Context: an optimization exercise on an open-source flow, tuned for small area, a short achievable clock period and few clock cycles per item. The choices shown serve that exercise and are no tape-out recipe.
Function was not checked in any run shown here: the RTL went through the layout flow alone.
Power is estimated from default activity; no workload was simulated.

`flow/design.v`:
```
module fm_3d_norm (
  i_s,
  i_e,
  i_f,
  o_b
);
    input         i_s;           
    input  [4:0]  i_e;           
    input  [16:0] i_f;           
    output [21:0] o_b;           
    wire        w_carry;        
    wire [3:0]  w_penc;         
    wire        w_c_zero;       
    wire        w_ce_zero;      
    wire [15:0] w_lshifted;     
    wire [4:0]  w_lshift_val;   
    wire [15:0] w_c_fraction;
    wire [15:0] w_c_frac;
    wire [4:0]  w_c_exp;        
    wire        w_c_sign;       
    wire [5:0]  w_incdec_out;   
    assign w_carry  = i_f[16];
    assign w_c_zero = (i_f == 17'h0);
    assign w_penc = f_prenc(i_f[15:0]);
    assign w_incdec_out = f_incdec(i_e, w_penc, w_carry);
    assign  w_lshift_val = w_penc;
    assign w_lshifted = i_f[15:0] << w_lshift_val;
    assign w_c_frac = (w_carry) ? i_f[16:1] : w_lshifted;
    assign w_c_exp = (w_c_zero|w_incdec_out[5]) ? 5'h0 : w_incdec_out[4:0];
    assign w_ce_zero = (w_c_exp == 5'h0);
    assign w_c_sign = i_s & !w_ce_zero;
    assign w_c_fraction = (w_ce_zero) ? 16'h0 : w_c_frac;
    assign o_b = {w_c_sign, w_c_exp, w_c_fraction};
function [3:0] f_prenc;
  input [15:0] mat;
  begin
    if (mat[15] == 1'b1) begin
      f_prenc = 4'h0;
    end else if (mat[14] == 1'b1) begin
      f_prenc = 4'h1;
    end else if (mat[13] == 1'b1) begin
      f_prenc = 4'h2;
    end else if (mat[12] == 1'b1) begin
      f_prenc = 4'h3;
    end else if (mat[11] == 1'b1) begin
      f_prenc = 4'h4;
    end else if (mat[10] == 1'b1) begin
      f_prenc = 4'h5;
    end else if (mat[9] == 1'b1) begin
      f_prenc = 4'h6;
    end else if (mat[8] == 1'b1) begin
      f_prenc = 4'h7;
    end else if (mat[7] == 1'b1) begin
      f_prenc = 4'h8;
    end else if (mat[6] == 1'b1) begin
      f_prenc = 4'h9;
    end else if (mat[5] == 1'b1) begin
      f_prenc = 4'ha;
    end else if (mat[4] == 1'b1) begin
      f_prenc = 4'hb;
    end else if (mat[3] == 1'b1) begin
      f_prenc = 4'hc;
    end else if (mat[2] == 1'b1) begin
      f_prenc = 4'hd;
    end else if (mat[1] == 1'b1) begin
      f_prenc = 4'he;
    end else begin
      f_prenc = 4'hf;
    end
  end
endfunction
function [5:0] f_incdec;
  input [4:0] a;
  input [3:0] b;
  input       inc;
  reg   [5:0] r_inc;
  reg   [5:0] r_dec;
  reg         r_1f_flag;
  begin
    r_1f_flag = (a == 5'h1f);
    r_inc = a + !r_1f_flag;
    r_dec = a - b;
    f_incdec = (inc) ? r_inc : r_dec;
  end
endfunction
endmodule
module fm_3d_fadd_c (
  i_a,
  i_b,
  i_adsb,
  o_c
);
    input  [21:0] i_a;
    input  [21:0] i_b;
    input         i_adsb;    
    output [21:0] o_c;
    wire         w_a_sign = i_a[21];
    wire [4:0]   w_a_exp  = i_a[20:16];
    wire [15:0]  w_a_fraction = i_a[15:0];
    wire         w_b_sign = i_b[21];
    wire [4:0]   w_b_exp  = i_b[20:16];
    wire [15:0]  w_b_fraction = i_b[15:0];
    wire        w_mag_frac = (w_a_fraction <= w_b_fraction);
    wire        w_mag_exp = (w_a_exp <= w_b_exp);
    wire [4:0]  w_exp_l = (w_mag_exp) ? w_b_exp : w_a_exp;
    wire [4:0]  w_amb = w_a_exp - w_b_exp;
    wire [4:0]  w_bma = w_b_exp - w_a_exp;
    wire [4:0]  w_ex0 = (w_mag_exp) ? w_bma : w_amb;
    wire        w_mag = (w_ex0 == 5'b0) ? w_mag_frac : w_mag_exp;
    wire [15:0] w_f0 = (!w_mag) ? w_a_fraction : w_b_fraction;
    wire        w_sign = (w_mag == 1'b0) ? w_a_sign : (i_adsb ^ w_b_sign);
    wire        w_sub = ((w_a_sign ^ w_b_sign) & !i_adsb) |
                        (!(w_a_sign ^ w_b_sign) & i_adsb);
    wire [15:0] w_f1_sa = w_a_fraction >> w_ex0;
    wire [15:0] w_f1_sb = w_b_fraction >> w_ex0;
    wire [15:0] w_f1t = (w_mag) ? w_f1_sa : w_f1_sb;
    wire [16:0] w_mats = (!w_sub) ? (w_f0 + w_f1t) : (w_f0 - w_f1t);
    fm_3d_norm norm (
        .i_s(w_sign),
        .i_e(w_exp_l),
        .i_f(w_mats),
        .o_b(o_c)
    );
endmodule
module fm_3d_fsub3 (
  clk_core,
  i_en,
  i_a,
  i_b,
  o_n,
  o_c
);
    input         clk_core;
    input         i_en;
    input  [20:0] i_a;
    input  [20:0] i_b;
    output [21:0] o_n;       
    output [21:0] o_c;       
    wire [4:0]   w_a_exp  = i_a[20:16];
    wire [15:0]  w_a_fraction = i_a[15:0];
    wire [4:0]   w_b_exp  = i_b[20:16];
    wire [15:0]  w_b_fraction = i_b[15:0];
    wire        w_mag_frac = (w_a_fraction <= w_b_fraction);
    wire        w_mag_exp = (w_a_exp <= w_b_exp);
    wire [4:0]  w_exp_l = (w_mag_exp) ? w_b_exp : w_a_exp;
    wire [4:0]  w_amb = w_a_exp - w_b_exp;
    wire [4:0]  w_bma = w_b_exp - w_a_exp;
    wire [4:0]  w_ex0 = (w_mag_exp) ? w_bma : w_amb;
    wire        w_mag = (w_ex0 == 5'b0) ? w_mag_frac : w_mag_exp;
    reg         r_sign1;
    reg  [4:0]  r_exp1;
    reg  [4:0]  r_ex0;
    reg  [15:0] r_f0;
    reg  [15:0] r_f1;
    reg         r_sign2;
    reg  [4:0]  r_exp2;
    reg  [16:0] r_mats;
    reg  [21:0] r_c;
    always @(posedge clk_core) begin
        if (i_en) begin
            r_sign1 <= w_mag;
            r_exp1 <= w_exp_l;
            r_ex0 <= w_ex0;
            r_f0 <= w_mag ? w_b_fraction : w_a_fraction;
            r_f1 <= w_mag ? w_a_fraction : w_b_fraction;
        end
    end
    wire [15:0] w_f1t = r_f1 >> r_ex0;
    always @(posedge clk_core) begin
        if (i_en) begin
            r_sign2 <= r_sign1;
            r_exp2 <= r_exp1;
            r_mats <= {1'b0, r_f0} - {1'b0, w_f1t};
        end
    end
    fm_3d_norm norm (
        .i_s(r_sign2),
        .i_e(r_exp2),
        .i_f(r_mats),
        .o_b(o_n)
    );
    always @(posedge clk_core) begin
        if (i_en) r_c <= o_n;
    end
    assign o_c = r_c;
endmodule
module fm_3d_fsub1_c (
  i_a,
  o_c
);
    input  [20:0] i_a;
    output [20:0] o_c;
    wire [4:0]  w_e = i_a[20:16];
    wire [15:0] w_f = i_a[15:0];
    wire [15:0] w_d15 = {1'b0, w_f[14:0]};
    wire [3:0]  w_pe = f_prenc(w_d15);
    wire [4:0]  w_e15 = 5'd15 - {1'b0, w_pe};
    wire [15:0] w_f15 = w_d15 << w_pe;
    wire        w_z15 = (w_d15 == 16'h0) | (w_e15 == 5'd0);
    wire [4:0]  w_k = w_e - 5'd15;
    wire [15:0] w_sh = 16'h8000 >> w_k;
    wire [15:0] w_dh = w_f - w_sh;
    wire [20:0] w_rh = w_dh[15] ? {w_e, w_dh} : {w_e - 5'd1, w_dh[14:0], 1'b0};
    assign o_c = (w_e < 5'd15) ? 21'h0 :
                 (w_e == 5'd15) ? (w_z15 ? 21'h0 : {w_e15, w_f15}) :
                                  w_rh;
function [3:0] f_prenc;
  input [15:0] mat;
  integer i;
  begin
    f_prenc = 4'hf;
    for (i = 1; i < 16; i = i + 1)
      if (mat[i]) f_prenc = 4'd15 - i[3:0];
  end
endfunction
endmodule
module fm_3d_fadd05_c (
  i_a,
  o_c
);
    input  [20:0] i_a;
    output [20:0] o_c;
    wire [4:0]  w_e = i_a[20:16];
    wire [15:0] w_f = i_a[15:0];
    wire [4:0]  w_s = 5'd14 - w_e;
    wire [15:0] w_fl = 16'h8000 | (w_f >> w_s);
    wire [4:0]  w_k = w_e - 5'd14;
    wire [16:0] w_sum = {1'b0, w_f} + {1'b0, 16'h8000 >> w_k};
    wire [4:0]  w_ei = w_e + {4'd0, (w_e != 5'h1f)};
    wire [20:0] w_rh = w_sum[16] ? {w_ei, w_sum[16:1]} : {w_e, w_sum[15:0]};
    assign o_c = (w_e == 5'd0) ? {5'd14, 16'h8000} :
                 (w_e < 5'd14) ? {5'd14, w_fl} : w_rh;
endmodule
module fm_3d_fmul (
  clk_core,
  i_en,
  i_a,
  i_b,
  o_c
);
    input         clk_core;
    input         i_en;
    input  [21:0] i_a;
    input  [21:0] i_b;
    output [21:0] o_c;
    reg           r_sign_1z;
    reg    [23:0] r_h;
    reg    [15:0] r_l;
    reg    [4:0]  r_ce_tmp_1z;
    wire [4:0]  w_a_exp = i_a[20:16];
    wire [15:0] w_a_fraction = i_a[15:0];
    wire [4:0]  w_b_exp = i_b[20:16];
    wire [15:0] w_b_fraction = i_b[15:0];
    wire [5:0]  w_exp_add = w_a_exp + w_b_exp;
    wire [5:0]  w_adder_out = w_exp_add -  4'hf;
    wire [4:0]  w_ce_tmp = (w_exp_add < 5'hf) ? 5'h00 :
                           (w_adder_out[5])   ? 5'h1f :
                                                w_adder_out[4:0];
    wire [23:0] w_h = w_a_fraction * w_b_fraction[15:8];
    wire [23:0] w_l = w_a_fraction * w_b_fraction[7:0];
    always @(posedge clk_core) begin
        if (i_en) begin
            r_sign_1z <= i_a[21] ^ i_b[21];
            r_h <= w_h;
            r_l <= w_l[23:8];
            r_ce_tmp_1z <= w_ce_tmp;
        end
    end
    wire [24:0] w_x = {1'b0, r_h} + {9'h0, r_l} + 25'd64;
    wire [16:0] w_cf_tmp2 = w_x[23:7];
    wire        w_carry = w_cf_tmp2[16];
    wire [4:0]  w_ce = (w_cf_tmp2 == 17'h0) ? 5'h0 :
                       (w_carry & (r_ce_tmp_1z != 5'h1f)) ? r_ce_tmp_1z + 5'h1 :
                                                           r_ce_tmp_1z;
    wire [15:0] w_cf = w_carry ? w_cf_tmp2[16:1] : w_cf_tmp2[15:0];
    assign o_c = (w_ce == 5'h0) ? 22'h0 : {r_sign_1z, w_ce, w_cf};
endmodule
module fm_3d_frcp_rom (
  i_a,
  o_c
);
    input  [6:0]  i_a;
    output [31:0] o_c;
    wire   [4095:0] w_tab = {
        32'h40400080, 32'h40810081, 32'h40c20082, 32'h41040083, 32'h41460084, 32'h41890085, 32'h41cc0086, 32'h42100087,
        32'h42540088, 32'h429a008a, 32'h42df008b, 32'h4325008c, 32'h436c008d, 32'h43b3008e, 32'h43fb008f, 32'h44440091,
        32'h448d0092, 32'h44d70093, 32'h45210094, 32'h456c0095, 32'h45b80097, 32'h46040098, 32'h46510099, 32'h469e009b,
        32'h46ed009c, 32'h473c009d, 32'h478b009f, 32'h47dc00a0, 32'h482d00a2, 32'h487e00a3, 32'h48d100a4, 32'h492400a6,
        32'h497800a7, 32'h49cd00a9, 32'h4a2200aa, 32'h4a7900ac, 32'h4ad000ae, 32'h4b2700af, 32'h4b8000b1, 32'h4bda00b2,
        32'h4c3400b4, 32'h4c8f00b6, 32'h4ceb00b8, 32'h4d4800b9, 32'h4da600bb, 32'h4e0400bd, 32'h4e6400bf, 32'h4ec400c0,
        32'h4f2600c2, 32'h4f8800c4, 32'h4fec00c6, 32'h505000c8, 32'h50b500ca, 32'h511b00cc, 32'h518300ce, 32'h51eb00d0,
        32'h525400d2, 32'h52bf00d4, 32'h532a00d7, 32'h539700d9, 32'h540500db, 32'h547400dd, 32'h54e400e0, 32'h555500e2,
        32'h55c700e4, 32'h563b00e7, 32'h56b000e9, 32'h572600ec, 32'h579d00ee, 32'h581600f1, 32'h588f00f3, 32'h590b00f6,
        32'h598700f9, 32'h5a0500fb, 32'h5a8400fe, 32'h5b050101, 32'h5b870104, 32'h5c0b0107, 32'h5c90010a, 32'h5d17010d,
        32'h5d9f0110, 32'h5e290113, 32'h5eb40116, 32'h5f410119, 32'h5fd0011d, 32'h60600120, 32'h60f20123, 32'h61860127,
        32'h621b012a, 32'h62b2012e, 32'h634c0132, 32'h63e70136, 32'h64830139, 32'h6522013d, 32'h65c30141, 32'h66660145,
        32'h670b0149, 32'h67b2014d, 32'h685b0152, 32'h69060156, 32'h69b4015a, 32'h6a63015f, 32'h6b150164, 32'h6bca0168,
        32'h6c80016d, 32'h6d3a0172, 32'h6df50177, 32'h6eb3017c, 32'h6f740181, 32'h70380186, 32'h70fe018c, 32'h71c70191,
        32'h72920197, 32'h7361019d, 32'h743201a2, 32'h750701a8, 32'h75de01af, 32'h76b901b5, 32'h779701bb, 32'h787801c2,
        32'h795c01c8, 32'h7a4401cf, 32'h7b3001d6, 32'h7c1f01dd, 32'h7d1101e5, 32'h7e0701ec, 32'h7f0101f4, 32'h800001fc
    };
    assign o_c = w_tab[{i_a, 5'd0} +: 32];
endmodule
module fm_3d_frcp (
  clk_core,
  i_en,
  i_a,
  o_c,
  o_zero
);
    input         clk_core;
    input         i_en;
    input  [21:0] i_a;
    output [21:0] o_c;
    output        o_zero;
    reg    [21:0] r_c;
    reg           r_zo;
    reg           r_a_sign;
    reg    [4:0]  r_ce_tmp;
    reg           r_zero_flag;
    reg    [15:0] r_base;
    reg    [7:0]  r_corr;
    wire   [4:0]  w_a_exp = i_a[20:16];
    wire   [15:0] w_a_fraction = i_a[15:0];
    wire   [31:0] w_rom_out;
    wire   [15:0] w_rom_base = w_rom_out[31:16];    
    wire   [8:0]  w_rom_diff = w_rom_out[8:0];      
    wire   [16:0] w_rom_correct = w_rom_diff * w_a_fraction[7:0];
    always @(posedge clk_core) begin
        if (i_en) begin
            r_a_sign <= i_a[21];
            r_ce_tmp <= 5'h1e - w_a_exp;
            r_zero_flag <= (w_a_exp == 5'h0);
            r_base <= w_rom_base;
            r_corr <= w_rom_correct[16:9];
        end
    end
    wire   [15:0] w_cf_tmp = r_base - {8'h0, r_corr};
    wire          w_sh = !w_cf_tmp[15];
    wire   [5:0]  w_ce = {1'b0, r_ce_tmp} - {5'h0, w_sh};
    wire          w_cz = w_ce[5] | (w_ce[4:0] == 5'h0);
    wire   [15:0] w_cf = w_sh ? {w_cf_tmp[14:0], 1'b0} : w_cf_tmp;
    wire   [21:0] w_c = w_cz ? 22'h0 : {r_a_sign, w_ce[4:0], w_cf};
    always @(posedge clk_core) begin
        if (i_en) begin
            r_c <= (r_zero_flag) ? 22'h0 : w_c;
            r_zo <= r_zero_flag;
        end
    end
    fm_3d_frcp_rom frcp_rom (
        .i_a(w_a_fraction[14:8]),
        .o_c(w_rom_out)
    );
    assign o_c = r_c;
    assign o_zero = r_zo;
endmodule
module fm_3d_ru_outline_setup (
    clk_core,
    rst_x,
    i_aa_en,
    i_valid,
    o_ack,
    i_vtx0_x,
    i_vtx0_y,
    i_vtx1_x,
    i_vtx1_y,
    i_vtx2_x,
    i_vtx2_y,
    o_valid,
    o_is_first,
    o_is_second,
    o_aa_mode,
    o_idle,
    o_start_x_e0,
    o_start_x_05_e0,
    o_start_y_e0,
    o_end_y_e0,
    o_delta_e0,
    o_delta_t_e0,
    o_delta_a_e0,
    o_start_x_e1,
    o_start_x_05_e1,
    o_start_y_e1,
    o_end_y_e1,
    o_delta_e1,
    o_delta_t_e1,
    o_delta_a_e1,
    o_start_x_e2,
    o_start_x_05_e2,
    o_start_y_e2,
    o_end_y_e2,
    o_delta_e2,
    o_delta_t_e2,
    o_delta_a_e2,
    i_ack
);
    input         clk_core;
    input         rst_x;
    input         i_aa_en;
    input         i_valid;
    output        o_ack;
    input  [20:0] i_vtx0_x;
    input  [20:0] i_vtx0_y;
    input  [20:0] i_vtx1_x;
    input  [20:0] i_vtx1_y;
    input  [20:0] i_vtx2_x;
    input  [20:0] i_vtx2_y;
    output        o_is_first;
    output        o_is_second;
    output        o_valid;
    output        o_aa_mode;
    output        o_idle;
    output [20:0] o_start_x_e0;
    output [20:0] o_start_x_05_e0;
    output [20:0] o_start_y_e0;
    output [20:0] o_end_y_e0;
    output [21:0] o_delta_e0;
    output [21:0] o_delta_t_e0;
    output [21:0] o_delta_a_e0;
    output [20:0] o_start_x_e1;
    output [20:0] o_start_x_05_e1;
    output [20:0] o_start_y_e1;
    output [20:0] o_end_y_e1;
    output [21:0] o_delta_e1;
    output [21:0] o_delta_t_e1;
    output [21:0] o_delta_a_e1;
    output [20:0] o_start_x_e2;
    output [20:0] o_start_x_05_e2;
    output [20:0] o_start_y_e2;
    output [20:0] o_end_y_e2;
    output [21:0] o_delta_e2;
    output [21:0] o_delta_t_e2;
    output [21:0] o_delta_a_e2;
    input         i_ack;
    localparam [21:0] W_10 = 22'h0f8000;
    localparam [21:0] W_05 = 22'h0e8000;
    reg    [2:0]  r_ph;         
    reg           r_stall;
    reg           r_fv;         
    reg           r_v1, r_rec1, r_aa1, r_oaa1;
    reg           r_rec2, r_aa2, r_oaa2;
    reg    [1:0]  r_pend;       
    reg           r_aa_mode;
    reg    [2:0]  r_cnt;        
    reg           r_idle;
    wire          w_adv = !r_stall;
    wire          w_ph0 = r_ph[0];
    wire          w_ph1 = r_ph[1];
    wire          w_ph2 = r_ph[2];
    reg    [20:0] r1_v0x, r1_v1x, r1_v2x, r1_v0y, r1_v1y, r1_v2y;
    reg           r1_isf, r1_iss;
    reg    [20:0] r2_v1x, r2_v2x, r2_v0y, r2_v1y, r2_v2y;
    reg           r2_isf, r2_iss;
    reg    [21:0] r_rcb, r_rcc, r_rcd;
    reg           r_zb, r_zc, r_zd;
    reg    [21:0] r_dla, r_dlb;
    reg    [20:0] o_sx2, o_sy2, o_sx1, o_sy1;
    reg    [20:0] o_ey0, o_ey1, o_x052, o_x051;
    reg    [21:0] o_dl0, o_dl1, o_dl2;
    reg    [21:0] o_rc0, o_rc1, o_rc2;
    reg           o_z0, o_z1, o_z2;
    reg           o_isf, o_iss;
    wire   [20:0] w_dy_a = w_ph1 ? i_vtx1_y : i_vtx0_y;
    wire   [20:0] w_dy_b = w_ph2 ? i_vtx1_y : i_vtx2_y;
    wire   [21:0] w_dy;
    wire   [21:0] w_dy_n;
    fm_3d_fsub3 u_dy (
        .clk_core(clk_core),
        .i_en(w_adv),
        .i_a(w_dy_a),
        .i_b(w_dy_b),
        .o_n(w_dy_n),
        .o_c(w_dy)
    );
    wire          w_isf = (i_vtx2_y != i_vtx1_y);
    wire          w_iss = (i_vtx1_y != i_vtx0_y);
    wire          w_one_line = (w_dy_n[20:0] == 21'h0);
    wire          w_two_line = (w_dy_n[20:0] == W_10[20:0]);
    wire          w_cancel = w_one_line | (w_two_line & w_isf & !i_aa_en);
    wire          w_only_aa = w_two_line & w_isf & i_aa_en;
    assign o_ack = w_ph2 & r_fv & w_adv;
    wire          w_accept = o_ack & i_valid;
    wire   [21:0] w_rc;
    wire          w_rz;
    fm_3d_frcp u_rcp (
        .clk_core(clk_core),
        .i_en(w_adv),
        .i_a(w_dy),
        .o_c(w_rc),
        .o_zero(w_rz)
    );
    wire   [20:0] w_dx_a = w_ph2 ? i_vtx0_x : w_ph0 ? r1_v1x : r1_v0x;
    wire   [20:0] w_dx_b = w_ph2 ? i_vtx2_x : w_ph0 ? r1_v2x : r1_v1x;
    wire   [21:0] w_dx;
    wire   [21:0] w_dx_n;
    fm_3d_fsub3 u_dx (
        .clk_core(clk_core),
        .i_en(w_adv),
        .i_a(w_dx_a),
        .i_b(w_dx_b),
        .o_n(w_dx_n),
        .o_c(w_dx)
    );
    wire   [21:0] w_dl;
    fm_3d_fmul u_mul (
        .clk_core(clk_core),
        .i_en(w_adv),
        .i_a(w_dx),
        .i_b(w_rc),
        .o_c(w_dl)
    );
    wire   [20:0] w_ey, w_x05;
    reg    [20:0] r_ey0, r_x052;
    fm_3d_fsub1_c  u_ey  (.i_a(w_ph2 ? r2_v1y : r2_v0y), .o_c(w_ey));
    fm_3d_fadd05_c u_x05 (.i_a(w_ph2 ? r2_v1x : r2_v2x), .o_c(w_x05));
    wire          w_f1 = w_adv & w_ph2;     
    wire          w_wr = w_f1 & r_rec2;     
    always @(posedge clk_core) begin
        if (w_f1) begin
            r1_v0x <= i_vtx0_x;
            r1_v1x <= i_vtx1_x;
            r1_v2x <= i_vtx2_x;
            r1_v0y <= i_vtx0_y;
            r1_v1y <= i_vtx1_y;
            r1_v2y <= i_vtx2_y;
            r1_isf <= w_isf;
            r1_iss <= w_iss;
            r2_v1x <= r1_v1x;
            r2_v2x <= r1_v2x;
            r2_v0y <= r1_v0y;
            r2_v1y <= r1_v1y;
            r2_v2y <= r1_v2y;
            r2_isf <= r1_isf;
            r2_iss <= r1_iss;
        end
        if (w_adv & w_ph1) begin
            r_ey0 <= w_ey;
            r_x052 <= w_x05;
        end
        if (w_adv) begin
            r_rcb <= w_rc;
            r_rcc <= r_rcb;
            r_rcd <= r_rcc;
            r_zb <= w_rz;
            r_zc <= r_zb;
            r_zd <= r_zc;
            r_dla <= w_dl;
            r_dlb <= r_dla;
        end
        if (w_wr) begin
            o_sx2 <= r2_v2x;
            o_sy2 <= r2_v2y;
            o_sx1 <= r2_v1x;
            o_sy1 <= r2_v1y;
            o_ey0 <= r_ey0;
            o_ey1 <= w_ey;
            o_x052 <= r_x052;
            o_x051 <= w_x05;
            o_dl0 <= r_dlb;
            o_dl1 <= r_dla;
            o_dl2 <= w_dl;
            o_rc0 <= r_rcd;
            o_rc1 <= r_rcc;
            o_rc2 <= r_rcb;
            o_z0 <= r_zd;
            o_z1 <= r_zc;
            o_z2 <= r_zb;
            o_isf <= r2_isf;
            o_iss <= r2_iss;
        end
    end
    wire   [2:0]  w_ph_n = w_adv ? {r_ph[1:0], r_ph[2]} : r_ph;
    wire          w_rec2_n = w_f1 ? r_rec1 : r_rec2;
    wire          w_take = o_valid & i_ack;
    wire   [1:0]  w_pend_n = w_wr ? (r_oaa2 ? 2'd1 : r_aa2 ? 2'd2 : 2'd1) :
                             w_take ? r_pend - 2'd1 : r_pend;
    wire          w_stall_n = w_ph_n[2] & w_rec2_n & (w_pend_n != 2'd0);
    wire          w_last = w_take & (r_pend == 2'd1);
    wire   [2:0]  w_cnt_n = r_cnt + {2'b0, (w_accept & !w_cancel)} - {2'b0, w_last};
    always @(posedge clk_core or negedge rst_x) begin
        if (~rst_x) begin
            r_ph <= 3'b001;
            r_stall <= 1'b0;
            r_fv <= 1'b0;
            r_v1 <= 1'b0;
            r_rec1 <= 1'b0;
            r_aa1 <= 1'b0;
            r_oaa1 <= 1'b0;
            r_rec2 <= 1'b0;
            r_aa2 <= 1'b0;
            r_oaa2 <= 1'b0;
            r_pend <= 2'd0;
            r_aa_mode <= 1'b0;
            r_cnt <= 3'd0;
            r_idle <= 1'b1;
        end else begin
            r_ph <= w_ph_n;
            r_stall <= w_stall_n;
            if (w_adv & w_ph0) r_fv <= i_valid;
            if (w_f1) begin
                r_v1 <= r_fv;
                r_rec1 <= r_fv & !w_cancel;
                r_aa1 <= i_aa_en;
                r_oaa1 <= w_only_aa;
                r_rec2 <= r_rec1;
                r_aa2 <= r_aa1;
                r_oaa2 <= r_oaa1;
            end
            r_pend <= w_pend_n;
            if (w_wr) r_aa_mode <= r_oaa2;
            else if (w_take) r_aa_mode <= 1'b1;
            r_cnt <= w_cnt_n;
            r_idle <= !((i_valid & !w_accept) | (w_cnt_n != 3'd0));
        end
    end
    assign o_valid = (r_pend != 2'd0);
    assign o_aa_mode = r_aa_mode;
    assign o_idle = r_idle;
    assign o_is_first = o_isf;
    assign o_is_second = o_iss;
    assign o_start_x_e0 = o_sx2;
    assign o_start_x_05_e0 = o_x052;
    assign o_start_y_e0 = o_sy2;
    assign o_end_y_e0 = o_ey0;
    assign o_delta_e0 = o_dl0;
    assign o_delta_t_e0 = o_rc0;
    assign o_delta_a_e0 = o_z0 ? 22'h0 : W_05;
    assign o_start_x_e1 = o_sx2;
    assign o_start_x_05_e1 = o_x052;
    assign o_start_y_e1 = o_sy2;
    assign o_end_y_e1 = o_ey1;
    assign o_delta_e1 = o_dl1;
    assign o_delta_t_e1 = o_rc1;
    assign o_delta_a_e1 = o_z1 ? 22'h0 : W_05;
    assign o_start_x_e2 = o_sx1;
    assign o_start_x_05_e2 = o_x051;
    assign o_start_y_e2 = o_sy1;
    assign o_end_y_e2 = o_ey0;
    assign o_delta_e2 = o_dl2;
    assign o_delta_t_e2 = o_rc2;
    assign o_delta_a_e2 = o_z2 ? 22'h0 : W_05;
endmodule
```
`flow/run.sh`:
```
#!/bin/bash
# synth_recipe.tcl (not shown) runs the flow's synth.tcl, then flattens the netlist and writes it again
# the make line also repeats each setting of config.mk as NAME=value (left out here)
make -C /OpenROAD-flow-scripts/flow DESIGN_CONFIG=/design/flow/config.mk WORK_HOME=/design/flow/orfs CLKGATE_MAP_FILE= SYNTH_SCRIPT=/design/flow/synth_recipe.tcl finish
```
`flow/config.mk`:
```
export PLATFORM = sky130hd
export DESIGN_NAME = fm_3d_ru_outline_setup
export DESIGN_NICKNAME = fm_3d_ru_outline_setup
export VERILOG_FILES = /design/flow/design.v
export SDC_FILE = /design/flow/constraint.sdc
export NUM_CORES = 4
export LEC_CHECK = 0
export ABC_CLOCK_PERIOD_IN_PS = 4000
export CAP_MARGIN = 20
export CORE_MARGIN = 2
export CORE_UTILIZATION = 40
export PLACE_DENSITY = 0.6
export SETUP_SLACK_MARGIN = 5
export SLEW_MARGIN = 20
```
`flow/constraint.sdc`:
```
create_clock -name core_clock -period 10.0 [get_ports {clk_core}]
set_input_delay 2.0000 -clock core_clock [delete_from_list [all_inputs] [get_ports {clk_core}]]
set_output_delay 2.0000 -clock core_clock [all_outputs]
set_load 0.01 [all_outputs]
```
==> results of run 1 <==
## metal layers
layer | vias to the layer above | share of wire
met5 | - | 0.00023
met3 | 249 | 0.052
met4 | 6 | 0.023
met1 | 21127 | 0.43
li1 | 20092 | -
met2 | 1297 | 0.49
## repair_timing
action,CTS,global route
resized for setup,252,197
pin swaps,98,113
gates cloned,11,6
endpoints found under the setup margin,221,210
setup buffers,191,62
hold endpoints to repair,0,0
## power by group through the flow
stage	combinational [uW]	clock, uW	sequential [uW]
finish	10000	4010	6040
global route	11100	4280	6110
CTS	9260	4130	6030
detailed placement	7990	0	6270
global placement	7910	0	6240
floorplan	6270	0	5870
## kinds of logic after synthesis
family          Yosys count  share of synthesized area
compound gates         1003                      0.106
xor+xnor                187                     0.0274
fa+ha+maj               568                      0.146
buf+inv                 802                     0.0605
flops                   988                      0.491
mux                     313                     0.0555
other cells               1                  0.0000622
simple gates           1442                      0.114
## layout make-up
class	count	area, sq um	share of cell area
antenna	3	7.51	0.000100
clock buffer	130	2810	0.0376
clock inverter	69	805	0.0107
inverter	427	1680	0.0224
multi-input combinational	3573	29300	0.391
sequential	988	29600	0.395
tap	2016	2520	0.0337
timing repair buffer	847	8210	0.110
timing repair inverter	3	26.3	0.000351
## flip-flops by register name, summed over array words and instances, names as in the netlist, 22 cells and up
register   cells
o_rc2         22
o_dl2         22
r_rcd         22
r_rcc         22
o_dl0         22
r_dla         22
u_mul.r_h     24
u_dx.r_c      22
o_rc1         22
o_rc0         22
o_dl1         22
u_rcp.r_c     22
r_rcb         22
r_dlb         22
## through the flow
step | setup TNS, ns | setup slack (ns) | utilization
2_1_floorplan | -1082.57 | -3.54 | -
3_3_place_gp | 0 | 2.83 | 0.447
3_5_place_dp | 0 | 2.72 | 0.447
4_1_cts | 0 | 4.04 | 0.490
5_1_grt | 0 | 3.86 | 0.500
6_report | 0 | 4.03 | 0.500
## worst paths after layout
| kind | end | startpoint | slack (ns) | cells after the start |
|---|---|---|---|---|
| setup / recovery | u_rcp.r_corr[2] | u_dy.r_c[8] | 4.03 | 25 |
| hold / removal | o_rc0[8] | r_rcd[8] | 0.38 | 0 |
| setup reg to reg | u_rcp.r_corr[2] | u_dy.r_c[8] | 4.03 | 25 |
| hold reg to reg | o_rc0[8] | r_rcd[8] | 0.38 | 0 |
| max in group asynchronous | r_stall | rst_x | 7.45 | 1 |
| min in group asynchronous | r_ph[1] | rst_x | 1.79 | 1 |
## worst max-delay path, cell delays in order (launching register included)
cell      delay (ns)
edfxtp_1        0.50
inv_4           0.14
ha_4            0.23
buf_6           0.12
nand2_1         0.08
nand2_2         0.12
nor2_1          0.06
o21ba_2         0.25
a21oi_1         0.06
mux4_2          0.52
and2_4          0.16
fa_1            0.49
inv_2           0.04
fa_1            0.54
inv_2           0.04
fa_1            0.49
fa_1            0.42
ha_2            0.20
a211o_1         0.23
a41oi_2         0.22
o21bai_4        0.13
buf_4           0.15
buf_6           0.10
a21o_1          0.17
a21oi_2         0.13
xnor2_1         0.07
## cells in the final DEF, fill, tap and decap left out, types with 16 or more instances in the layout
cell type	count
buf_4	257
nor2_1	377
clkbuf_16	111
xor2_1	55
nor2b_1	44
nor4_1	20
a21oi_2	21
inv_2	26
clkinv_1	21
mux2i_1	240
nand2_1	437
buf_6	31
nor3_1	76
xnor2_1	119
o211ai_1	35
and2_1	175
a21oi_1	294
nand4_1	30
clkdlybuf4s50_1	520
o22ai_1	31
o21a_1	27
o21ai_0	168
a21boi_0	16
nand3_1	67
conb_1	54
o21ai_1	22
edfxtp_1	970
and3_1	27
inv_1	389
ha_4	33
mux2_2	36
a211oi_1	49
a31oi_1	25
clkbuf_1	18
fa_1	213
ha_1	300
a21o_1	48
o21bai_1	21
nand2b_1	38
==> impl_metrics.tcl, run 1 <==
set metrics [dict create \
    finalHoldViolations 0 \
    p_sw_frac 0.389 \
    holdWs_ns 0.385 \
    drive_gt1_frac 0.145 \
    synth_top_area_frac 0.483 \
    synth_edf_count 970 \
    required_ns 10.42 \
    nets 6646 \
    power.density_nw_per_um2 268 \
    grt_busiest_layer "met2" \
    final.min_clock_period_ns 5.97 \
    cellInternalPower_uw 12300 \
    finalNonFillerCells 8056 \
    die_area_sq_um 154000 \
    max_freq_ghz 0.168 \
    syn_area_sq_um 60300 \
    grt_pass1_vias 42068 \
    synth_top_area_cell "edfxtp_1" \
    cp_max_fo 5 \
    placedInstanceArea_sq_um 67000 \
    ir_worst_vdd_uv 307 \
    clockRootBuffer "clkbuf_16" \
    worstMarginPinSlew_ns 1.01 \
    critPathKind "reg2reg" \
    dpl.hpwl_mm 119 \
    yosysMostFrequentCell "edfxtp_1" \
    rsz0062_at_grt "true" \
    cts_made_buffers 107 \
    synth_cell_types 103 \
    maxCapViolCount 0 \
    synthFlopType "edfxtp_1" \
    drt-wirelength-per-cell_um 21.0 \
    die_h_um 392 \
    critPathLaunchType "flop" \
    cts_max_level 3 \
    grt_max_degree 165 \
    hold_buffers 0 \
    grt_use_met3 0.0299 \
    arrival_ns 6.39 \
    maxSlewViolCount 0 \
    drc 0 \
    vias_per_cell 5.31 \
    grt_util_all_layers 0.213 \
    ant_nets 0 \
    p_switching_uw 7790 \
    pwr-share-comb 0.499 \
    ys_ff_latch 988 \
    nFillCells 13255 \
    finalSetupViolations 0 \
    die_w_um 392 \
    ys_warn_count 6 \
    ioPinCount 587 \
    routabilityCongestion 0.895 \
    clk_path_buf_depth 3 \
    slew_headroom 0.321 \
    finalPower_uw 20100 \
    grt_pass1_wl_mm 253 \
    antenna_found_initial 11 \
    clk_pin_slew_ns 0.06 \
    io_buffers 532 \
    yosysSeqAreaShare 0.491 \
    grtUsageMet2 0.364 \
    totalWireLength_mm 169 \
    dr.pass1.iters 6 \
    clock_skew_ns 0.0919 \
    area_delta_synth_final_pct 24.3 \
    power.leakage_uw 0.0289 \
    hold_class "reg2reg" \
    cts_num_sinks 988 \
    synth_top_cells_by_area "edfxtp_1 48%, fa_1 7.5%, ha_1 7.1%, mux2i_1 4.3%, nand2_1 2.8%" \
    stdcell_area_sq_um 74900 \
    seqPwrFrac 0.301 \
    syn_avg_cell_area_sq_um 11.4 \
    synth_commonest_cells "970 x edfxtp_1, 455 x nand2_1, 418 x inv_1" \
    grt_use_met1 0.285 \
    timing.final.crit_share 0.597 \
    p_clk_frac 0.200 \
    rows 142 \
    syn_inst 5304 \
    cts_tree "yes" \
    dp.cells 7583 \
    core_sq_um 150000 \
    start_util 0.402 \
    async_flop_share 0.0182 \
    grt_overflow 0 \
    first_iter_violations 3468 \
    clk_latency_ns 0.78 \
    end_kind "flop" \
    outcome "complete, no violations" \
    vias 42771 \
]
==> run 2, diff against run 1 <==
--- a/flow/config.mk
+++ b/flow/config.mk
@@ -6,5 +6,5 @@
 export NUM_CORES = 4
 export LEC_CHECK = 0
-export ABC_CLOCK_PERIOD_IN_PS = 4000
+export ABC_AREA = 1
 export CAP_MARGIN = 20
 export CORE_MARGIN = 2
==> run 2 against run 1 <==
Against the previous run: sequential share of layout area rose by 1.1 points; combinational power grew 41%; global-route usage increased by 0.12 points; synthesized cell count increased by 13%; sequential cell count unchanged; clock power decreased by 2%; first-iteration DRC count up 3.1%; largest power group unchanged; critical endpoint is now u_rcp.r_corr[6]; count of clock-buffer cells in the layout fell by 2; register-to-register slack improved by 0.39 ns; cell area is 2.6% lower.
==> impl_metrics.tcl, run 2 <==
set metrics [dict create \
    r2r_slack_ns 4.43 \
    die_area_sq_um 152000 \
    syn_avg_cell_area_sq_um 9.89 \
    regMostFlops "u_mul.r_h" \
    ir_worst_vdd_uv 658 \
    min_to "u_dy.r_exp2[2]" \
    critPathKind "reg2reg" \
    timing.final.crit_share 0.557 \
    outcome "complete, no violations" \
    rsz0062_at_grt "true" \
    drive_gt1_frac 0.125 \
    r2r-end "u_rcp.r_corr[6]" \
    synth_commonest_cells "1302 x nand2_1, 970 x edfxtp_1, 806 x inv_1" \
    ant_nets 0 \
    ioPinCount 587 \
    cp.buffers_inverters 6 \
    core_sq_um 147000 \
    synth_edf_count 970 \
    p_sw_frac 0.430 \
    hold_start "u_dy.r_exp1[2]" \
    rows 141 \
    worstMarginPinSlew_ns 1.16 \
    syn_inst 6006 \
    clock_skew_ns 0.0811 \
    finalNonFillerCells 8628 \
    grt_pass1_vias 43516 \
    holdWs_ns 0.396 \
    routabilityCongestion 0.919 \
    cts_tree "yes" \
    dp.cells 8201 \
    maxCapViolCount 0 \
    finalHoldViolations 0 \
    synth_top_area_cell "edfxtp_1" \
    cts_made_buffers 107 \
    pwr-share-comb 0.581 \
    synth_top_cells_by_area "edfxtp_1 49%, nand2_1 8.2%, fa_1 7.6%, ha_1 7.2%, inv_1 5.1%" \
    clk_latency_ns 0.76 \
    grt_overflow 0 \
    crit_family "adder cells" \
    antenna_found_initial 8 \
    drt-wirelength-per-cell_um 19.4 \
    finalSetupViolations 0 \
    io_buffers 532 \
    cts_num_sinks 988 \
    slew_headroom 0.225 \
    arrival_ns 6.02 \
    die_h_um 389 \
    power.leakage_uw 0.0306 \
    critPathLaunchType "flop" \
    dpl.hpwl_mm 120 \
    power.density_nw_per_um2 333 \
    area_delta_synth_final_pct 22.9 \
    grt_pass1_wl_mm 253 \
    nets 7302 \
    synth_cell_types 75 \
    final_common_cell "nand2_1" \
    p_switching_uw 10400 \
    die_w_um 389 \
    ys_ff_latch 988 \
    cp_max_fo 6 \
    crit_path_max_incr_delay_ns 0.55 \
    finalSetupTns_ns 0 \
    largest_reg_flops 24 \
    ys_warn_count 6 \
    crit_top_cell "fa_1" \
    layout_common_cells "1252 x nand2_1, 970 x edfxtp_1, 755 x inv_1" \
    r2r_start "u_dy.r_c[9]" \
    cellInternalPower_uw 13800 \
    final.min_clock_period_ns 5.57 \
    maxSlewViolCount 0 \
    synthFlopType "edfxtp_1" \
    min_path_cells 0 \
    vias 44292 \
    totalWireLength_mm 167 \
    p_clk_frac 0.162 \
    clk_path_buf_depth 3 \
    vias_per_cell 5.13 \
    r2r_cells 26 \
    start_util 0.403 \
    synth_top_area_frac 0.491 \
    cts_max_level 3 \
    dr.pass1.iters 6 \
    first_iter_violations 3576 \
    async_flop_share 0.0182 \
    yosysSeqAreaShare 0.498 \
    seqPwrFrac 0.257 \
    grt_util_all_layers 0.214 \
    clk_pin_slew_ns 0.06 \
    yosysMostFrequentCell "nand2_1" \
    max_freq_ghz 0.179 \
    drc 0 \
    end_kind "flop" \
    finalPower_uw 24300 \
    hold_class "reg2reg" \
    clockRootBuffer "clkbuf_16" \
    slowest_stage "fa_1" \
    required_ns 10.45 \
    grt_max_degree 171 \
    hold_buffers 0 \
    syn_area_sq_um 59400 \
]
[run 2: changes by cell type in the layout (fill, tap and decap cells not counted), moves of 51 or more]
cell,previous run,this run
nand2_1,437,1252
buf_4,257,206
inv_1,389,755
and2_1,175,2
xnor2_1,119,54
xor2_1,55,122
nand3_1,67,221
mux2i_1,240,18
nor2_1,377,267
o21ai_0,168,428
[run 2: through the flow]
step           instance area (sq um)  utilization  worst slack, ns
3_3_place_gp                   65900        0.447             3.24
4_1_cts                        71600        0.485             4.45
2_1_floorplan                  59800            -           -0.836
3_5_place_dp                   65900        0.447             3.18
6_report                       73000        0.495             4.43
5_1_grt                        73000        0.495             4.18
[run 2: area by class of cell]
type	instances	area, sq um
Multi-Input combinational cell	3886	26500
Clock inverter	72	777
Timing Repair inverter	6	40.0
Inverter	827	3210
Timing Repair Buffer	787	7630
Sequential cell	988	29600
Antenna cell	4	10.0
Clock buffer	128	2760
Fill cell	13432	74500
Tap cell	1930	2410
[run 2: worst max path at each step]
stage | slack [ns] | to | start | depth (start not counted)
floorplan | -0.84 | r_stall | r_ph[2] | 9
global placement | 3.24 | o_x051[13] | r_ph[2] | 27
detailed placement | 3.18 | r_idle | u_dy.r_mats[2] | 42
CTS | 4.45 | u_rcp.r_corr[6] | u_dy.r_c[9] | 25
global route | 4.18 | u_rcp.r_corr[6] | u_dy.r_c[9] | 27
finish | 4.43 | u_rcp.r_corr[6] | u_dy.r_c[9] | 26
[run 2: kinds of logic after synthesis]
kind of cell,synth area share
AND/OR/NAND/NOR,0.142
XOR/XNOR,0.0279
other,0.0000632
multiplexers,0.00339
buffers and inverters,0.0851
adder cells (fa/ha/maj),0.148
AO/OA/AOI/OAI,0.0957
flip-flops,0.498
[run 2: what timing repair did]
action | CTS | global route
gates resized for setup | 274 | 192
pin swaps | 80 | 97
gates cloned | 9 | 5
endpoints found under the setup margin | 229 | 218
buffers inserted | 139 | 70
[run 2: power groups by stage]
stage	Clock (uW)	Sequential, uW	Combinational [uW]
floorplan	0	6090	8610
global placement	0	6430	11000
detailed placement	0	6450	11100
CTS	4040	6230	12700
global route	4190	6290	15800
finish	3930	6230	14100
[run 2: layer usage]
metal	GRT usage	wire [um]
met5	0	20
met4	0.0715	5160
met3	0.0275	8950
met2	0.364	81300
met1	0.284	71500
==> run 3, diff against run 2 <==
--- a/flow/config.mk
+++ b/flow/config.mk
@@ -6,9 +6,8 @@
 export NUM_CORES = 4
 export LEC_CHECK = 0
-export ABC_AREA = 1
 export CAP_MARGIN = 20
 export CORE_MARGIN = 2
 export CORE_UTILIZATION = 40
 export PLACE_DENSITY = 0.6
-export SETUP_SLACK_MARGIN = 5
+export SETUP_SLACK_MARGIN = 4
 export SLEW_MARGIN = 20
==> run 3 against run 2 <==
Against the previous run: register-to-register slack worse by 0.41 ns; clock skew is 0.017 ns lower; clock power rose by 3%; cell area decreased by 0.71%; still clean on timing, DRC and antenna; via count down 5.6%.
==> impl_metrics.tcl, run 3 <==
set metrics [dict create \
    grt_use_met1 0.281 \
    critPathKind "reg2reg" \
    clk_pin_slew_ns 0.07 \
    syn_avg_cell_area_sq_um 11.4 \
    routabilityCongestion 0.892 \
    die_h_um 392 \
    yosysSeqAreaShare 0.491 \
    clock_skew_ns 0.0637 \
    nets 6522 \
    drive_gt1_frac 0.0966 \
    nFillCells 13485 \
    ant_nets 0 \
    end_kind "flop" \
    ys_warn_count 6 \
    die_area_sq_um 154000 \
    vias_per_cell 5.27 \
    layout_common_cells "970 x edfxtp_1, 531 x clkdlybuf4s50_1, 445 x nand2_1" \
    synth_cell_types 103 \
    drc 0 \
    grt_busiest_layer "met2" \
    outcome "complete, no violations" \
    ys_ff_latch 988 \
    max_freq_ghz 0.167 \
    totalWireLength_mm 163 \
    crit_top_cell "fa_1" \
    crit_path_max_incr_delay_ns 0.55 \
    dr.pass1.iters 6 \
    dp.cells 7577 \
    clk_latency_ns 0.77 \
    worstMarginPinSlew_ns 1.17 \
    arrival_ns 6.45 \
    timing.final.crit_share 0.598 \
    antenna_found_initial 10 \
    cts_max_level 3 \
    final.min_clock_period_ns 5.98 \
    ioPinCount 587 \
    vias 41826 \
    grt_pass1_wl_mm 246 \
    finalSetupTns_ns 0 \
    syn_area_sq_um 60300 \
    hold_start "r1_v1y[17]" \
    power.leakage_uw 0.0279 \
    start_util 0.402 \
    async_flop_share 0.0182 \
    yosysMostFrequentCell "edfxtp_1" \
    placedInstanceArea_sq_um 66900 \
    grt_use_met3 0.0335 \
    finalNonFillerCells 7932 \
    slew_headroom 0.217 \
    die_w_um 392 \
    largest_reg_flops 24 \
    crit_path_start "u_dy.r_c[11]" \
    synth_edf_count 970 \
    area_delta_synth_final_pct 20.2 \
    grt_pass1_vias 40810 \
    first_iter_violations 3174 \
    cts_tree "yes" \
    syn_inst 5304 \
    finalSetupViolations 0 \
    ir_worst_vdd_uv 294 \
    core_sq_um 150000 \
    regMostFlops "u_mul.r_h" \
    grt_overflow 0 \
    rsz0062_at_grt "true" \
    clk_path_buf_depth 3 \
    maxCapViolCount 0 \
    finalHoldViolations 0 \
    grtUsageMet2 0.339 \
    synth_commonest_cells "970 x edfxtp_1, 455 x nand2_1, 418 x inv_1" \
    synth_top_area_frac 0.483 \
    cts_num_sinks 988 \
    path_cells "buf_8 -> buf_16 -> nor2_1 -> a211o_1 -> o21ai_0 -> a21oi_1 -> mux4_2 -> and2_4 -> fa_1 -> inv_1 -> fa_1 -> inv_2 -> fa_1 -> fa_1 -> ha_2 -> a211o_1 -> a41oi_2 -> o21bai_4 -> a311oi_4 -> o31ai_2 -> xor2_1" \
    power.density_nw_per_um2 266 \
    required_ns 10.47 \
    rows 142 \
    cts_made_buffers 108 \
    slowest_stage "fa_1" \
    drt-wirelength-per-cell_um 20.6 \
    hold_buffers 0 \
    synthFlopType "edfxtp_1" \
    synth_top_cells_by_area "edfxtp_1 48%, fa_1 7.5%, ha_1 7.1%, mux2i_1 4.3%, nand2_1 2.8%" \
    hold_class "reg2reg" \
    synth_top_area_cell "edfxtp_1" \
    cp_max_fo 41 \
    stdcell_area_sq_um 72400 \
    io_buffers 532 \
    finalPower_uw 19300 \
    grt_util_all_layers 0.208 \
    r2r_start "u_dy.r_c[11]" \
    maxSlewViolCount 0 \
    dpl.hpwl_mm 119 \
    critPathLaunchType "flop" \
    final_common_cell "edfxtp_1" \
    grt_max_degree 172 \
    clockRootBuffer "clkbuf_16" \
]
==> run 3: worst paths after layout <==
| check | endpoint | slack, ns | cells past startpoint |
|---|---|---|---|
| max in group asynchronous | r_idle | 8.38 | 1 |
| worst min register to register | r2_v1y[17] | 0.40 | 0 |
| worst max register to register | u_rcp.r_corr[6] | 4.02 | 21 |
| worst max-delay path | u_rcp.r_corr[6] | 4.02 | 21 |
| worst min-delay path | r2_v1y[17] | 0.40 | 0 |
| min in group asynchronous | r_ph[2] | 1.21 | 1 |
==> run 3: kinds of logic after synthesis <==
kind of cell               synth area share
other                             0.0000622
AOI/OAI and AO/OA                     0.106
muxes                                0.0555
xor gates and xnor gates             0.0274
and+or+nand+nor                       0.114
DFF                                   0.491
buffers and inverters                0.0605
adders and majority gates             0.146
==> run 3: worst max-delay path: cells and delay by family (launching register included) <==
| family | cells | cell delay [ns] |
|---|---|---|
| AO/OA/AOI/OAI | 8 | 1.60 |
| XOR/XNOR | 1 | 0.16 |
| adder cells (fa/ha/maj) | 5 | 2.17 |
| buffers and inverters | 4 | 0.59 |
| flip-flops | 1 | 0.35 |
| multiplexers | 1 | 0.51 |
| AND/OR/NAND/NOR | 2 | 0.29 |
==> run 3: layer usage <==
layer  vias up  part of all wire
li1      19803                 -
met2      1300              0.47
met4        10             0.030
met3       255             0.057
met5         -           0.00045
met1     20458              0.44
==> run 3: layout make-up <==
type / instances / area (sq um) / area share
inverters: 427 / 1680 / 0.0232
well taps: 2016 / 2520 / 0.0348
flip-flops and latches: 988 / 29600 / 0.408
repair buffers: 731 / 7010 / 0.0968
clock inverters: 78 / 896 / 0.0124
diodes: 3 / 7.51 / 0.000104
clock buffers: 122 / 2770 / 0.0382
multi-input cells: 3567 / 28000 / 0.386
==> run 3: through the flow <==
stage | util | setup WS, ns | hold slack (ns)
global route | 0.484 | 3.82 | 0.410
global placement | 0.446 | 2.85 | 0.401
CTS | 0.477 | 3.74 | 0.402
floorplan | - | -3.54 | 0.400
finish | 0.484 | 4.02 | 0.396
detailed placement | 0.446 | 2.75 | 0.405
==> run 3: where the power goes <==
group	total [uW]	switching, uW	leakage, uW	internal [uW]
registers	6100	521	0.00978	5580
clock network	4050	1730	0.00176	2320
logic	9140	5220	0.0164	3920
total	19300	7470	0.0279	11800
==> run 3: repair_timing <==
| action | in CTS | in global routing |
|---|---|---|
| gates cloned | 2 | 0 |
| buffers inserted | 69 | 81 |
| resized for setup | 69 | 88 |
| pin swaps | 13 | 38 |
| endpoints found under the setup margin | 61 | 104 |
==> run 4, diff against run 3 <==
--- a/flow/design.v
+++ b/flow/design.v
@@ -320,11 +320,9 @@
     reg           r_zero_flag;
     reg    [15:0] r_base;
-    reg    [7:0]  r_corr;
+    reg    [8:0]  r_diff;
+    reg    [7:0]  r_a_frac_l;
     wire   [4:0]  w_a_exp = i_a[20:16];
     wire   [15:0] w_a_fraction = i_a[15:0];
     wire   [31:0] w_rom_out;
-    wire   [15:0] w_rom_base = w_rom_out[31:16];    
-    wire   [8:0]  w_rom_diff = w_rom_out[8:0];      
-    wire   [16:0] w_rom_correct = w_rom_diff * w_a_fraction[7:0];
     always @(posedge clk_core) begin
         if (i_en) begin
@@ -332,9 +330,11 @@
             r_ce_tmp <= 5'h1e - w_a_exp;
             r_zero_flag <= (w_a_exp == 5'h0);
-            r_base <= w_rom_base;
-            r_corr <= w_rom_correct[16:9];
+            r_base <= w_rom_out[31:16];      
+            r_diff <= w_rom_out[8:0];        
+            r_a_frac_l <= w_a_fraction[7:0];
         end
     end
-    wire   [15:0] w_cf_tmp = r_base - {8'h0, r_corr};
+    wire   [16:0] w_rom_correct = r_diff * r_a_frac_l;
+    wire   [15:0] w_cf_tmp = r_base - {8'h0, w_rom_correct[16:9]};
     wire          w_sh = !w_cf_tmp[15];
     wire   [5:0]  w_ce = {1'b0, r_ce_tmp} - {5'h0, w_sh};
@@ -443,5 +443,6 @@
     reg           r_aa_mode;
     reg    [2:0]  r_cnt;        
-    reg           r_idle;
+    reg           r_pres;       
+    reg           r_chk;        
     wire          w_adv = !r_stall;
     wire          w_ph0 = r_ph[0];
@@ -475,8 +476,8 @@
     wire          w_isf = (i_vtx2_y != i_vtx1_y);
     wire          w_iss = (i_vtx1_y != i_vtx0_y);
-    wire          w_one_line = (w_dy_n[20:0] == 21'h0);
-    wire          w_two_line = (w_dy_n[20:0] == W_10[20:0]);
-    wire          w_cancel = w_one_line | (w_two_line & w_isf & !i_aa_en);
-    wire          w_only_aa = w_two_line & w_isf & i_aa_en;
+    wire          w_one_line = (w_dy[20:0] == 21'h0);
+    wire          w_two_line = (w_dy[20:0] == W_10[20:0]);
+    wire          w_cancel = w_one_line | (w_two_line & r1_isf & !r_aa1);
+    wire          w_only_aa = w_two_line & r1_isf & r_aa1;
     assign o_ack = w_ph2 & r_fv & w_adv;
     wire          w_accept = o_ack & i_valid;
@@ -577,5 +578,7 @@
     wire          w_stall_n = w_ph_n[2] & w_rec2_n & (w_pend_n != 2'd0);
     wire          w_last = w_take & (r_pend == 2'd1);
-    wire   [2:0]  w_cnt_n = r_cnt + {2'b0, (w_accept & !w_cancel)} - {2'b0, w_last};
+    wire          w_drop = r_chk & w_cancel;    
+    wire   [2:0]  w_cnt_e = r_cnt - {2'b0, w_drop};
+    wire   [2:0]  w_cnt_n = w_cnt_e + {2'b0, w_accept} - {2'b0, w_last};
     always @(posedge clk_core or negedge rst_x) begin
         if (~rst_x) begin
@@ -593,5 +596,6 @@
             r_aa_mode <= 1'b0;
             r_cnt <= 3'd0;
-            r_idle <= 1'b1;
+            r_pres <= 1'b0;
+            r_chk <= 1'b0;
         end else begin
             r_ph <= w_ph_n;
@@ -600,7 +604,6 @@
             if (w_f1) begin
                 r_v1 <= r_fv;
-                r_rec1 <= r_fv & !w_cancel;
+                r_rec1 <= r_fv;
                 r_aa1 <= i_aa_en;
-                r_oaa1 <= w_only_aa;
                 r_rec2 <= r_rec1;
                 r_aa2 <= r_aa1;
@@ -610,11 +613,16 @@
             if (w_wr) r_aa_mode <= r_oaa2;
             else if (w_take) r_aa_mode <= 1'b1;
+            if (r_chk) begin
+                r_rec1 <= r_rec1 & !w_cancel;
+                r_oaa1 <= w_only_aa;
+            end
             r_cnt <= w_cnt_n;
-            r_idle <= !((i_valid & !w_accept) | (w_cnt_n != 3'd0));
+            r_pres <= i_valid & !w_accept;
+            r_chk <= w_accept;
         end
     end
     assign o_valid = (r_pend != 2'd0);
     assign o_aa_mode = r_aa_mode;
-    assign o_idle = r_idle;
+    assign o_idle = !(r_pres | (w_cnt_e != 3'd0));
     assign o_is_first = o_isf;
     assign o_is_second = o_iss;
--- a/flow/config.mk
+++ b/flow/config.mk
@@ -6,8 +6,9 @@
 export NUM_CORES = 4
 export LEC_CHECK = 0
+export ABC_AREA = 1
 export CAP_MARGIN = 20
 export CORE_MARGIN = 2
 export CORE_UTILIZATION = 40
 export PLACE_DENSITY = 0.6
-export SETUP_SLACK_MARGIN = 4
+export SETUP_SLACK_MARGIN = 5
 export SLEW_MARGIN = 20
==> run 4 against run 3 <==
Against the previous run: maximum frequency down 14%; final cell count up 13%; sequential power up 4.6%; clock power up 5.2%; via count up 11%; synthesized area up 0.43%; core utilization up 1.1 points; clock skew up 0.030 ns; cell area up 2.6%; setup slack worse by 0.97 ns; combinational power up 56%; highest routed layer unchanged.
==> impl_metrics.tcl, run 4 <==
set metrics [dict create \
    clk_latency_ns 0.77 \
    antenna_found_initial 9 \
    synth_top_area_frac 0.486 \
    finalSetupTns_ns 0 \
    syn_area_sq_um 60500 \
    layout_common_cells "1276 x nand2_1, 980 x edfxtp_1, 869 x inv_1" \
    yosysSeqAreaShare 0.494 \
    cts_made_buffers 108 \
    syn_avg_cell_area_sq_um 9.72 \
    cts_tree "yes" \
    synth_compound_area_frac 0.0950 \
    r2r_start "u_rcp.r_a_frac_l[4]" \
    synth_top_area_cell "edfxtp_1" \
    dp_slack_ns 2.36 \
    maxSlewViolCount 0 \
    finalSetupViolations 0 \
    outcome "complete, no violations" \
    maxCapViolCount 0 \
    synthFlopType "edfxtp_1" \
    r2r_cells 36 \
    synth_mux_area_frac 0.00200 \
    area_delta_synth_final_pct 22.7 \
    die_area_sq_um 154000 \
    grt_pass1_vias 45022 \
    timing.final.crit_share 0.695 \
    dpl.hpwl_mm 127 \
    slew_headroom 0.244 \
    cts_max_level 3 \
    r2r-end "u_rcp.r_c[9]" \
    clockRootBuffer "clkbuf_16" \
    crit_top_cell "buf_4" \
    io_buffers 532 \
    drt-wirelength-per-cell_um 19.9 \
    yosys.area_share.simple 0.150 \
    arrival_ns 7.39 \
    hold_start "r_rcd[7]" \
    rsz0062_at_grt "true" \
    critPathLaunchType "flop" \
    synth_cell_types 74 \
    synth_commonest_cells "1297 x nand2_1, 980 x edfxtp_1, 899 x inv_1" \
    clk_pin_slew_ns 0.07 \
    slowest_stage "edfxtp_1" \
    finalHoldViolations 0 \
    dr.pass1.iters 6 \
    die_w_um 393 \
    power.leakage_uw 0.0317 \
    core_sq_um 150000 \
    synth_edf_count 980 \
    critPathKind "reg2reg" \
    ys_warn_count 6 \
    grt_max_degree 184 \
    worstMarginPinSlew_ns 1.13 \
    end_kind "flop" \
    r2r_slack_ns 3.05 \
    rows 142 \
    worst_slack_ns 3.05 \
    nets 7525 \
    async_flop_share 0.0190 \
    grt_util_all_layers 0.225 \
    synth_fa_ha_area_frac 0.141 \
    synth_top_cells_by_area "edfxtp_1 49%, nand2_1 8.0%, fa_1 7.3%, ha_1 6.8%, inv_1 5.6%" \
    ys_ff_latch 999 \
    drive_gt1_frac 0.115 \
    ioPinCount 587 \
    start_util 0.403 \
    largest_reg_flops 24 \
    clock_skew_ns 0.0938 \
    drc 0 \
    cts_num_sinks 999 \
    cp_max_fo 7 \
    vias_per_cell 5.17 \
    final_common_cell "nand2_1" \
    finalPower_uw 24900 \
    routabilityCongestion 0.942 \
    totalWireLength_mm 178 \
    regMostFlops "u_mul.r_h" \
    max_freq_ghz 0.144 \
    synth_xor_area_frac 0.0262 \
    grt_overflow 0 \
    syn_inst 6229 \
    first_iter_violations 3900 \
    holdWs_ns 0.405 \
    min_to "o_rc0[7]" \
    grtUsageMet2 0.381 \
    hold_class "reg2reg" \
    grt_use_met3 0.0342 \
    grt_use_met1 0.296 \
    grt_busiest_layer "met2" \
    grt_pass1_wl_mm 267 \
    min_path_cells 0 \
    final.min_clock_period_ns 6.95 \
    power.density_nw_per_um2 335 \
    required_ns 10.44 \
    synth_top_family_by_area "simple AND/OR/NAND/NOR gates" \
    vias 46255 \
    crit_path_max_incr_delay_ns 0.53 \
    ant_nets 0 \
    ir_worst_vdd_uv 550 \
    clk_path_buf_depth 3 \
    yosysMostFrequentCell "nand2_1" \
    die_h_um 393 \
]
## run 4: changes by cell type after synthesis, sizes merged, moves of 61 or more
cell	delta
nand3	+249
xnor2	-61
and2	-180
mux2i	-249
or2	+67
o21ai	+260
inv	+483
nand2	+848
## run 4: logic make-up after synthesis
kind of cell,after synthesis
other cells,1
buf+inv,1296
simple gates,2179
flops,999
xor+xnor,180
fa+ha+maj,551
compound gates,1011
mux,12
## run 4: metal layers
metal	part of all wire	vias to the layer above	wire length (um)
met1	0.43	22472	76000
met2	0.48	1584	86000
met4	0.031	4	5600
li1	-	21856	-
met5	0.00015	-	26
met3	0.059	339	10600
## run 4: area by class of cell
| cell class | count | area, sq um |
|---|---|---|
| clock buffers | 120 | 2750 |
| multi-input cells | 3993 | 26600 |
| repair buffers | 821 | 7920 |
| flip-flops and latches | 999 | 29900 |
| diodes | 1 | 2.50 |
| inverters | 919 | 3520 |
| repair inverters | 1 | 7.51 |
| fillers | 13847 | 75800 |
| clock inverters | 79 | 1090 |
| well taps | 2016 | 2520 |
## run 4: worst max-delay path: cells and delay by family, from the launching register on
family	cells	cell delay, ns
buf+inv	17	1.83
fa+ha+maj	6	2.58
flops	1	0.53
compound gates	5	0.84
xor+xnor	2	0.26
simple gates	6	0.62
## run 4: timing repair
| item | 4_1_cts | 5_1_grt |
|---|---|---|
| cloned | 8 | 6 |
| gates resized for setup | 185 | 166 |
| pin swaps | 66 | 72 |
| setup buffers | 165 | 80 |
| setup endpoints to repair | 218 | 213 |
| hold buffers | 0 | 0 |
| hold endpoints to repair | 0 | 0 |
## run 4: worst max path at each step
stage	startpoint	to	slack, ns	cells past startpoint
6_report	u_rcp.r_a_frac_l[4]	u_rcp.r_c[9]	3.05	36
5_1_grt	u_rcp.r_a_frac_l[4]	u_rcp.r_c[11]	2.66	40
4_1_cts	u_rcp.r_a_frac_l[4]	u_rcp.r_c[1]	3.21	34
3_5_place_dp	u_rcp.r_a_frac_l[2]	u_rcp.r_c[0]	2.36	36
3_3_place_gp	u_rcp.r_a_frac_l[2]	u_rcp.r_c[0]	2.56	36
2_1_floorplan	r_ph[2]	r_stall	-1.05	9
## run 4: per-stage QoR
step                      cell area [sq um]  std cells   util
after global routing                  74300       8948  0.495
after detailed placement              66900       8490  0.446
after floorplan                       60900       6282      -
after CTS                             72900       8862  0.485
after global placement                66900       8490  0.446
final                                 74300       8949  0.495
## run 4: where the power goes
part	switching, uW	total (uW)	internal [uW]
combinational	8430	14300	5840
sequential	502	6380	5880
clock	1760	4260	2500
==> run 5, diff against run 4 <==
==> flow/flow/run.sh (new file) <==
#!/bin/bash
# The standard layout (standard.sh: the standard flow's own synthesis and ORFS steps),
# with plain buf_1 cells as the port buffers instead of the delay buffers
# buffer_ports picks by default. Every port still gets its own buffer.
set -euo pipefail
export BUFFER_PORTS_ARGS="-buffer_cell sky130_fd_sc_hd__buf_1"
bash standard.sh > standard.log 2>&1
==> flow/standard.sh (new file) <==
#!/bin/bash
# synth_recipe.tcl (not shown) runs the flow's synth.tcl, then flattens the netlist and writes it again
# the make line also repeats each setting of config.mk as NAME=value (left out here)
make -C /OpenROAD-flow-scripts/flow DESIGN_CONFIG=/design/flow/config.mk WORK_HOME=/design/flow/orfs CLKGATE_MAP_FILE= SYNTH_SCRIPT=/design/flow/synth_recipe.tcl "${@:-finish}"
removed: flow/run.sh
==> run 5 against run 4 <==
Against the previous run: core utilization down 2.6 points; combinational power down 5%; first-iteration DRC count down 5.6%; die area unchanged; final cell count down 0.49%; via count down 1.6%.
==> impl_metrics.tcl, run 5 <==
set metrics [dict create \
    outcome "complete, no violations" \
    rows 142 \
    grt_pass1_vias 44605 \
    min_to "o_rc0[16]" \
    ir_worst_vdd_uv 585 \
    largest_reg_flops 24 \
    finalSetupViolations 0 \
    drc 0 \
    grt_pass1_wl_mm 263 \
    worstMarginPinSlew_ns 1.03 \
    regMostFlops "u_mul.r_h" \
    layout_common_cells "1274 x nand2_1, 980 x edfxtp_1, 875 x inv_1" \
    routabilityCongestion 0.910 \
    ys_warn_count 6 \
    final.min_clock_period_ns 6.82 \
    dpl.hpwl_mm 126 \
    vias_per_cell 5.11 \
    power.leakage_uw 0.0301 \
    finalHoldViolations 0 \
    ioPinCount 587 \
    max_freq_ghz 0.147 \
    area_delta_synth_final_pct 16.3 \
    slew_headroom 0.315 \
    grt_util_all_layers 0.222 \
    critPathLaunchType "flop" \
    syn_avg_cell_area_sq_um 9.72 \
    synth_cell_types 74 \
    die_h_um 393 \
    finalPower_uw 24300 \
    antenna_found_initial 8 \
    power.density_nw_per_um2 345 \
    final_common_cell "nand2_1" \
    cts_num_sinks 999 \
    yosysSeqAreaShare 0.494 \
    syn_area_sq_um 60500 \
    io_buffers 532 \
    first_iter_violations 3680 \
    crit_top_cell "inv_1" \
    synthFlopType "edfxtp_1" \
    synth_top_area_frac 0.486 \
    ant_nets 0 \
    min_path_cells 0 \
    critPathKind "reg2reg" \
    cts_made_buffers 107 \
    timing.final.crit_share 0.682 \
    slowest_stage "fa_1" \
    drt-wirelength-per-cell_um 19.6 \
    core_sq_um 150000 \
    start_util 0.403 \
    clock_skew_ns 0.0922 \
    clk_latency_ns 0.77 \
    required_ns 10.59 \
    r2r_cells 37 \
    end_kind "flop" \
    hold_buffers 0 \
    cts_tree "yes" \
    crit_path_max_incr_delay_ns 0.54 \
    synth_top_area_cell "edfxtp_1" \
    clk_path_buf_depth 3 \
    ys_ff_latch 999 \
    maxCapViolCount 0 \
    synth_edf_count 980 \
    r2r_start "u_rcp.r_diff[5]" \
    hold_start "r_rcd[16]" \
    r2r_slack_ns 3.18 \
    syn_inst 6229 \
    nets 7477 \
    drive_gt1_frac 0.104 \
    maxSlewViolCount 0 \
    grt_overflow 0 \
    vias 45520 \
    synth_top_cells_by_area "edfxtp_1 49%, nand2_1 8.0%, fa_1 7.3%, ha_1 6.8%, inv_1 5.6%" \
    clockRootBuffer "clkbuf_16" \
    stdcell_area_sq_um 70400 \
    async_flop_share 0.0190 \
    cp_max_fo 8 \
    placedInstanceArea_sq_um 63700 \
    yosysMostFrequentCell "nand2_1" \
    clk_pin_slew_ns 0.07 \
    dr.pass1.iters 6 \
    die_area_sq_um 154000 \
    rsz0062_at_grt "true" \
    die_w_um 393 \
    cts_max_level 3 \
    grt_max_degree 167 \
    hold_class "reg2reg" \
    totalWireLength_mm 175 \
    synth_commonest_cells "1297 x nand2_1, 980 x edfxtp_1, 899 x inv_1" \
    r2r-end "u_rcp.r_c[0]" \
    arrival_ns 7.41 \
]
## run 5: kinds of logic after synthesis
group           synth area share
mux                      0.00200
simple gates               0.150
other cells            0.0000619
compound gates            0.0950
fa+ha+maj                  0.141
xor+xnor                  0.0262
buf+inv                   0.0913
flops                      0.494
## run 5: area by class of cell
type / count / area (sq um)
multi-input cells: 3994 / 26300
diodes: 4 / 10.0
repair buffers: 771 / 4230
clock buffers: 119 / 2720
repair inverters: 3 / 27.5
inverters: 919 / 3530
flip-flops and latches: 999 / 29900
well taps: 2016 / 2520
clock inverters: 80 / 1110
fillers: 14125 / 79700
## run 5: worst max path at each step
stage | startpoint | endpoint | slack, ns
after floorplan | r_ph[2] | r_stall | -1.05
after CTS | u_rcp.r_diff[5] | u_rcp.r_c[13] | 3.19
after detailed placement | u_rcp.r_a_frac_l[2] | u_rcp.r_c[0] | 2.34
final | u_rcp.r_diff[5] | u_rcp.r_c[0] | 3.18
after global placement | u_rcp.r_a_frac_l[2] | u_rcp.r_c[0] | 2.57
after global routing | u_rcp.r_diff[5] | u_rcp.r_c[1] | 2.74
## run 5: power by group
| part | total [uW] | internal [uW] | switching [uW] |
|---|---|---|---|
| Combinational | 13600 | 5520 | 8110 |
| Clock | 4280 | 2510 | 1770 |
| Sequential | 6370 | 5870 | 499 |
## run 5: what timing repair did
action | CTS | global route
resized for setup | 153 | 128
setup buffers | 134 | 58
cloned | 10 | 6
setup endpoints to repair | 218 | 209
pin swaps | 51 | 64
## run 5: metrics by stage
step | std cells | utilization | worst slack (ns) | setup TNS (ns) | hold slack [ns]
5_1_grt | 8903 | 0.469 | 2.74 | 0 | 0.377
3_5_place_dp | 8494 | 0.424 | 2.34 | 0 | 0.405
4_1_cts | 8837 | 0.462 | 3.19 | 0 | 0.383
2_1_floorplan | 6282 | - | -1.05 | -96.09 | 0.400
3_3_place_gp | 8494 | 0.424 | 2.57 | 0 | 0.401
6_report | 8905 | 0.469 | 3.18 | 0 | 0.379
## run 5: routing by layer
| metal | global-route usage | vias up | wire length (um) |
|---|---|---|---|
| met3 | 0.0280 | 318 | 9240 |
| met2 | 0.372 | 1370 | 83800 |
| met4 | 0.0719 | 2 | 5330 |
| li1 | - | 21780 | - |
| met1 | 0.297 | 22050 | 76600 |
| met5 | 0 | - | 13 |
## run 5: worst max-delay path: cells and delay by family (launching register included)
kind	cells	cell delay, ns
adder cells (fa/ha/maj)	8	2.96
AND/OR/NAND/NOR	14	1.58
AO/OA/AOI/OAI	5	0.82
buffers and inverters	8	0.59
flip-flops	1	0.53
XOR/XNOR	2	0.19

[what the ideal ports hide]
The flow's constraints put no driver on any port. The routed layouts listed below were extracted and timed again, unchanged, in two steps.
Step 1 assumes that a clkbuf_16 drives the clock port and a buf_2 every other input.
Step 2, shift: input delay + t, output delay - t, t = (earliest + latest rising clock arrival at the registers) / 2. This alone moves slack from input paths to output paths.
Slacks: ideal ports / drivers / drivers and shift; pairs: ideal ports / drivers.
run	shift t [ns]	setup WS [ns]	hold slack, ns	worst data-port slew with drivers (ns)
run 1	0.799	4.033 / 4.033 / 3.635	0.385 / 0.385 / 0.385	0.17
run 2	0.806	4.427 / 4.427 / 4.307	0.396 / 0.396 / 0.396	0.17
run 3	0.806	4.018 / 4.018 / 3.543	0.396 / 0.396 / 0.396	0.20
run 4	0.796	3.049 / 3.049 / 3.049	0.405 / 0.405 / 0.405	0.18
run 5	0.799	3.183 / 3.183 / 3.183	0.379 / 0.379 / 0.379	0.18
After both steps every run listed still meets setup and hold. The setup slack of run 3, which loses most, moves by 0.000 ns with the drivers and by -0.475 ns with both steps.
